Source: an optimization exercise on an open RTL-to-GDS flow (aim: small area). Production flows keep margins and buffers that such runs may drop. The RTL was checked by simulation tests, not by an equivalence proof against the original design. No activity file was given, so power comes from the tool's default toggle rates. No driver is modelled on the clock port, so clocking that relies on it looks cheaper here than on a real chip.

Setup of build 25:
==> flow/design.v <==
`timescale 1ns / 1ps
module facedet_display(
    input wire clk,
    input wire rst,
    output wire [14:0] rd_addr,
    input wire [19:0] ii_rddata,
    input wire detected_flag,
    input wire continuous,
    output wire vga_hsync,
    output wire vga_vsync,
    output wire [3:0] vga_r,
    output wire [3:0] vga_g,
    output wire [3:0] vga_b
    );
    reg [9:0] hpos;
    reg [9:0] vcnt;
    always @(posedge clk) begin
        if (rst) begin
            hpos <= 10'd623;
            vcnt <= 10'd234;
        end else if (hpos == 10'd398) begin
            hpos <= 10'd623;
            vcnt <= (vcnt == 10'd238) ? 10'd738 : vcnt + 10'd1;
        end else begin
            hpos <= hpos + 10'd1;
        end
    end
    wire rows = ((vcnt >= 10'd918) || (vcnt <= 10'd13));
    wire addr_en = rows && ((hpos >= 10'd864));
    wire data_en = rows && ((hpos >= 10'd867) || (hpos <= 10'd2));
    wire addr_clr = ((vcnt == 10'd204) && (hpos != 10'd623)) || ((vcnt >= 10'd205) && (vcnt <= 10'd238));
    reg [9:0] addr_hi;
    always @(posedge clk) begin
        if (addr_clr)
            addr_hi <= 10'd0;
        else if (addr_en && (hpos[4:0] == 5'd31))
            addr_hi <= addr_hi + 10'd1;
    end
    assign rd_addr = {addr_hi, addr_en ? hpos[4:0] : 5'd0};
    reg [639:0] ring;
    wire [3:0] above = ring[639:636];
    wire [3:0] feed = data_en ? ii_rddata[3:0] : (addr_clr ? 4'd0 : above);
    always @(posedge clk)
        ring <= {ring[635:0], feed};
    wire [3:0] diff = ii_rddata[3:0] - above;
    reg [3:0] row_buff;
    reg [3:0] bw_reg;
    reg [3:0] grey;
    always @(posedge clk) begin
        if (addr_clr)
            row_buff <= 4'd0;
        else if (data_en)
            row_buff <= diff;
        bw_reg <= data_en ? diff - row_buff : 4'd0;
        grey <= bw_reg;
    end
    reg cont_q, det_q;
    always @(posedge clk) begin
        cont_q <= continuous;
        det_q <= detected_flag;
    end
    wire rect = ((hpos >= 10'd724) && (hpos <= 10'd823)) && ((vcnt >= 10'd838) && (vcnt <= 10'd938));
    wire vwin = (vcnt[9:4] == 6'd55) && (vcnt[3:0] != 4'd0);
    wire [2:0] ady = vcnt[3] ? vcnt[2:0] : 3'd0 - vcnt[2:0];
    wire hin_a = (hpos[9:5] == 5'd3) && (hpos[4:0] <= 5'd11);
    wire hin_b = (hpos[9:5] == 5'd2) && (hpos[4:0] >= 5'd29);
    wire [2:0] adx = (hin_a && (hpos[4:2] != 3'd0)) ? hpos[2:0] - 3'd4 : 3'd4 - hpos[2:0];
    reg dot_t;
    always @* begin
        case ({adx, ady})
            6'd0: dot_t = 1'b1;
            6'd1: dot_t = 1'b1;
            6'd2: dot_t = 1'b1;
            6'd3: dot_t = 1'b1;
            6'd4: dot_t = 1'b1;
            6'd5: dot_t = 1'b1;
            6'd6: dot_t = 1'b1;
            6'd7: dot_t = 1'b1;
            6'd8: dot_t = 1'b1;
            6'd9: dot_t = 1'b1;
            6'd10: dot_t = 1'b1;
            6'd11: dot_t = 1'b1;
            6'd12: dot_t = 1'b1;
            6'd13: dot_t = 1'b1;
            6'd14: dot_t = 1'b1;
            6'd15: dot_t = 1'b1;
            6'd16: dot_t = 1'b1;
            6'd17: dot_t = 1'b1;
            6'd18: dot_t = 1'b1;
            6'd19: dot_t = 1'b1;
            6'd20: dot_t = 1'b1;
            6'd21: dot_t = 1'b1;
            6'd22: dot_t = 1'b1;
            6'd24: dot_t = 1'b1;
            6'd25: dot_t = 1'b1;
            6'd26: dot_t = 1'b1;
            6'd27: dot_t = 1'b1;
            6'd28: dot_t = 1'b1;
            6'd29: dot_t = 1'b1;
            6'd30: dot_t = 1'b1;
            6'd32: dot_t = 1'b1;
            6'd33: dot_t = 1'b1;
            6'd34: dot_t = 1'b1;
            6'd35: dot_t = 1'b1;
            6'd36: dot_t = 1'b1;
            6'd37: dot_t = 1'b1;
            6'd40: dot_t = 1'b1;
            6'd41: dot_t = 1'b1;
            6'd42: dot_t = 1'b1;
            6'd43: dot_t = 1'b1;
            6'd44: dot_t = 1'b1;
            6'd45: dot_t = 1'b1;
            6'd48: dot_t = 1'b1;
            6'd49: dot_t = 1'b1;
            6'd50: dot_t = 1'b1;
            6'd51: dot_t = 1'b1;
            6'd56: dot_t = 1'b1;
            6'd57: dot_t = 1'b1;
            default: dot_t = 1'b0;
        endcase
    end
    wire dot = vwin && (hin_a || hin_b) && dot_t;
    wire xr = (rect && !cont_q) || (dot && !det_q);
    wire xg = (rect && !cont_q) || (dot && det_q);
    wire xb = rect && cont_q;
    assign vga_hsync = !((hpos >= 10'd257) && (hpos <= 10'd352));
    assign vga_vsync = !((vcnt == 10'd205) || ((vcnt == 10'd204) && ((hpos >= 10'd627) || (hpos <= 10'd398))) ||
                         ((vcnt == 10'd206) && ((hpos >= 10'd623) && (hpos <= 10'd626))));
    assign vga_r = {4{xr}} | grey;
    assign vga_g = {4{xg}} | grey;
    assign vga_b = {4{xb}} | grey;
endmodule
Settings: LEC_CHECK=0, CAP_MARGIN=20, CORE_MARGIN=2, CORE_UTILIZATION=45, PLACE_DENSITY=0.6, SLEW_MARGIN=20; clock period 12.0 ns.
standard.sh (not shown) runs the stock make flow with config.mk's settings and CLKGATE_MAP_FILE= SYNTH_SCRIPT=/design/flow/synth_recipe.tcl, a recipe that flattens the netlist after the stock synthesis.
==> flow/flow/run.sh <==
#!/bin/bash
# Standard layout with four changes: ABC maps the logic with an area-oriented
# script (the flip-flops and their names are those of the standard
# synthesis), logic cells are shrunk to their smallest drive after
# floorplanning, port buffers use the smallest buffer cell, and clock tree
# synthesis runs without dummy loads and with larger sink clusters.
set -euo pipefail
here=$(pwd)
cp -r "$FLOW_HOME/scripts" "$here/scripts"
cp "$here/flow/abc_area.script" "$here/scripts/abc_speed.script"
export SCRIPTS_DIR=$here/scripts
export POST_FLOORPLAN_TCL=$here/flow/downsize.tcl
export BUFFER_PORTS_ARGS="-buffer_cell sky130_fd_sc_hd__buf_1"
export CTS_ARGS="-sink_clustering_enable -repair_clock_nets -dont_use_dummy_load -sink_clustering_size 20 -sink_clustering_max_diameter 100 -buf_list sky130_fd_sc_hd__clkbuf_8 -root_buf sky130_fd_sc_hd__clkbuf_16"
bash standard.sh > $here/standard.log 2>&1
==> flow/flow/abc_area.script <==
&get -n
&st
&dch
&nf -p
&st
&syn2
&dch
&nf -p
&st
&syn2
&dch
&nf -p
&st
&syn2
&dch
&nf -p
&st
&dch
&nf -R 1000 -p
&put
==> flow/flow/downsize.tcl <==
# Shrink each logic cell to the smallest drive strength of its family. The
# design has several ns of slack at its period; the resizer's later
# repair_design restores drive wherever a slew or load limit needs it.
set dont_use [split $::env(DONT_USE_CELLS)]
set n 0
set saved 0.0
foreach inst [get_cells *] {
  set master [get_property $inst ref_name]
  if { ![regexp {^(sky130_fd_sc_hd__[a-z0-9]+)_([0-9]+)$} $master -> base sz] } { continue }
  if { [regexp {^sky130_fd_sc_hd__(df|ed|sd|dl|tap|fill|decap|conb|clk|probe|lpflow)} $master] } { continue }
  set cur [lindex [get_lib_cells */$master] 0]
  set best $master
  set best_area [get_property $cur area]
  set area0 $best_area
  foreach lc [get_lib_cells */${base}_*] {
    set name [get_property $lc name]
    if { ![regexp "^${base}_\[0-9\]+\$" $name] } { continue }
    if { [lsearch -exact $dont_use $name] >= 0 } { continue }
    set a [get_property $lc area]
    if { $a < $best_area } {
      set best $name
      set best_area $a
    }
  }
  if { $best ne $master } {
    replace_cell $inst $best
    incr n
    set saved [expr {$saved + $area0 - $best_area}]
  }
}
puts "downsize.tcl: replaced $n cells, [format %.1f $saved] um2 less"
Build 25 completed every stage of the flow, and the final layout passed the timing, design-rule and antenna checks.
Input changes introduced in build 27 (baseline for comparison: build 25):
# build 25
export LEC_CHECK = 0
export CAP_MARGIN = 20
export CORE_MARGIN = 2
export CORE_UTILIZATION = 45
export PLACE_DENSITY = 0.6
export SLEW_MARGIN = 20
create_clock -name core_clock -period 12.0 [get_ports {clk}]
# build 27
export LEC_CHECK = 0
export CAP_MARGIN = 20
export CORE_MARGIN = 2
export CORE_UTILIZATION = 45
export GPL_TIMING_DRIVEN = 0
export PLACE_DENSITY = 0.6
export SLEW_MARGIN = 20
create_clock -name core_clock -period 12.0 [get_ports {clk}]
--- a/flow/flow/run.sh
+++ b/flow/flow/run.sh
@@ -14 +14 @@
-export CTS_ARGS="-sink_clustering_enable -repair_clock_nets -dont_use_dummy_load -sink_clustering_size 20 -sink_clustering_max_diameter 100 -buf_list sky130_fd_sc_hd__clkbuf_8 -root_buf sky130_fd_sc_hd__clkbuf_16"
+export CTS_ARGS="-sink_clustering_enable -repair_clock_nets -dont_use_dummy_load -sink_clustering_size 35 -sink_clustering_max_diameter 100 -sink_clustering_buffer sky130_fd_sc_hd__clkbuf_16 -buf_list sky130_fd_sc_hd__clkbuf_4 -root_buf sky130_fd_sc_hd__clkbuf_8"
Fraction of power consumed by the clock network, build 25 and build 27: higher on build 25. H-tree level count is higher on build 25. In the final design statistics, build 27 uses fewer standard cells in total than build 25. Delta (build 27 minus build 25): post-route standard cell area excluding fillers fell about 0.35%; net count reported at finish fell about 1.7%; met2 track utilization from global routing fell 0.81 points.
Input-level comparison between build 61 and build 27:
--- a/flow/flow/run.sh
+++ b/flow/flow/run.sh
@@ -14 +14 @@
-export CTS_ARGS="-sink_clustering_enable -repair_clock_nets -dont_use_dummy_load -sink_clustering_size 35 -sink_clustering_max_diameter 100 -sink_clustering_buffer sky130_fd_sc_hd__clkbuf_16 -buf_list sky130_fd_sc_hd__clkbuf_4 -root_buf sky130_fd_sc_hd__clkbuf_8"
+export CTS_ARGS="-sink_clustering_enable -repair_clock_nets -dont_use_dummy_load -sink_clustering_size 36 -sink_clustering_max_diameter 80 -sink_clustering_buffer sky130_fd_sc_hd__clkbuf_16 -buf_list sky130_fd_sc_hd__clkbuf_4 -root_buf sky130_fd_sc_hd__clkbuf_8"
==> run notes <==
- Setup slack in build 61 is smaller than in build 27.
- Diff build 27 -> build 61: met3 wire length saw an increase; worst hold slack saw a decrease; sequential element share of the synthesized area saw little to no change; total power of the final layout saw little to no change; global-route usage saw little to no change.
- Comparing the two runs side by side, build 61 comes out ahead of build 27 on worst slew margin relative to its limit.
- Relative to build 27, the timing-limited maximum frequency of build 61 is lower by about 0.55%.
For build 15, these inputs were changed with respect to build 61:
--- a/flow/flow/run.sh
+++ b/flow/flow/run.sh
@@ -14 +14 @@
-export CTS_ARGS="-sink_clustering_enable -repair_clock_nets -dont_use_dummy_load -sink_clustering_size 36 -sink_clustering_max_diameter 80 -sink_clustering_buffer sky130_fd_sc_hd__clkbuf_16 -buf_list sky130_fd_sc_hd__clkbuf_4 -root_buf sky130_fd_sc_hd__clkbuf_8"
+export CTS_ARGS="-sink_clustering_enable -repair_clock_nets -dont_use_dummy_load -sink_clustering_size 36 -sink_clustering_max_diameter 90 -sink_clustering_buffer sky130_fd_sc_hd__clkbuf_16 -buf_list sky130_fd_sc_hd__clkbuf_4 -root_buf sky130_fd_sc_hd__clkbuf_8"
Build 15 | status: complete | timing, DRC, antenna: pass. In terms of maximum single-stage delay on the critical path, build 61 and build 15 differ only marginally. Diff build 61 -> build 15: via count saw a decrease; internal power saw little to no change; final critical-path share of the clock period saw little to no change.

-- afterwards: timing with drivers on the ports --
How much do the figures lean on ideal ports? The routed layouts below were timed once more, with nothing changed but the port constraints. Step 1 (the two cells are an assumption about what drives the block):
set clk [get_ports {clk}]
set_driving_cell -lib_cell sky130_fd_sc_hd__clkbuf_16 $clk
set_driving_cell -lib_cell sky130_fd_sc_hd__buf_2 [delete_from_list [all_inputs] $clk]
Step 2, shift: input delay + t, output delay - t, t = (earliest + latest rising clock arrival at the registers) / 2. This alone moves slack from input paths to output paths. Three values: ideal ports, drivers, drivers and shift; two values: the first two.
run	t (ns)	setup WS [ns]	worst data-port slew with drivers (ns)
build 25	0.524	6.439 / 6.395 / 6.920	0.05
build 27	0.649	6.346 / 6.306 / 6.954	0.04
build 61	0.651	6.315 / 6.272 / 6.922	0.04
build 15	0.642	6.327 / 6.286 / 6.928	0.04
After both steps every run listed still meets setup and hold.
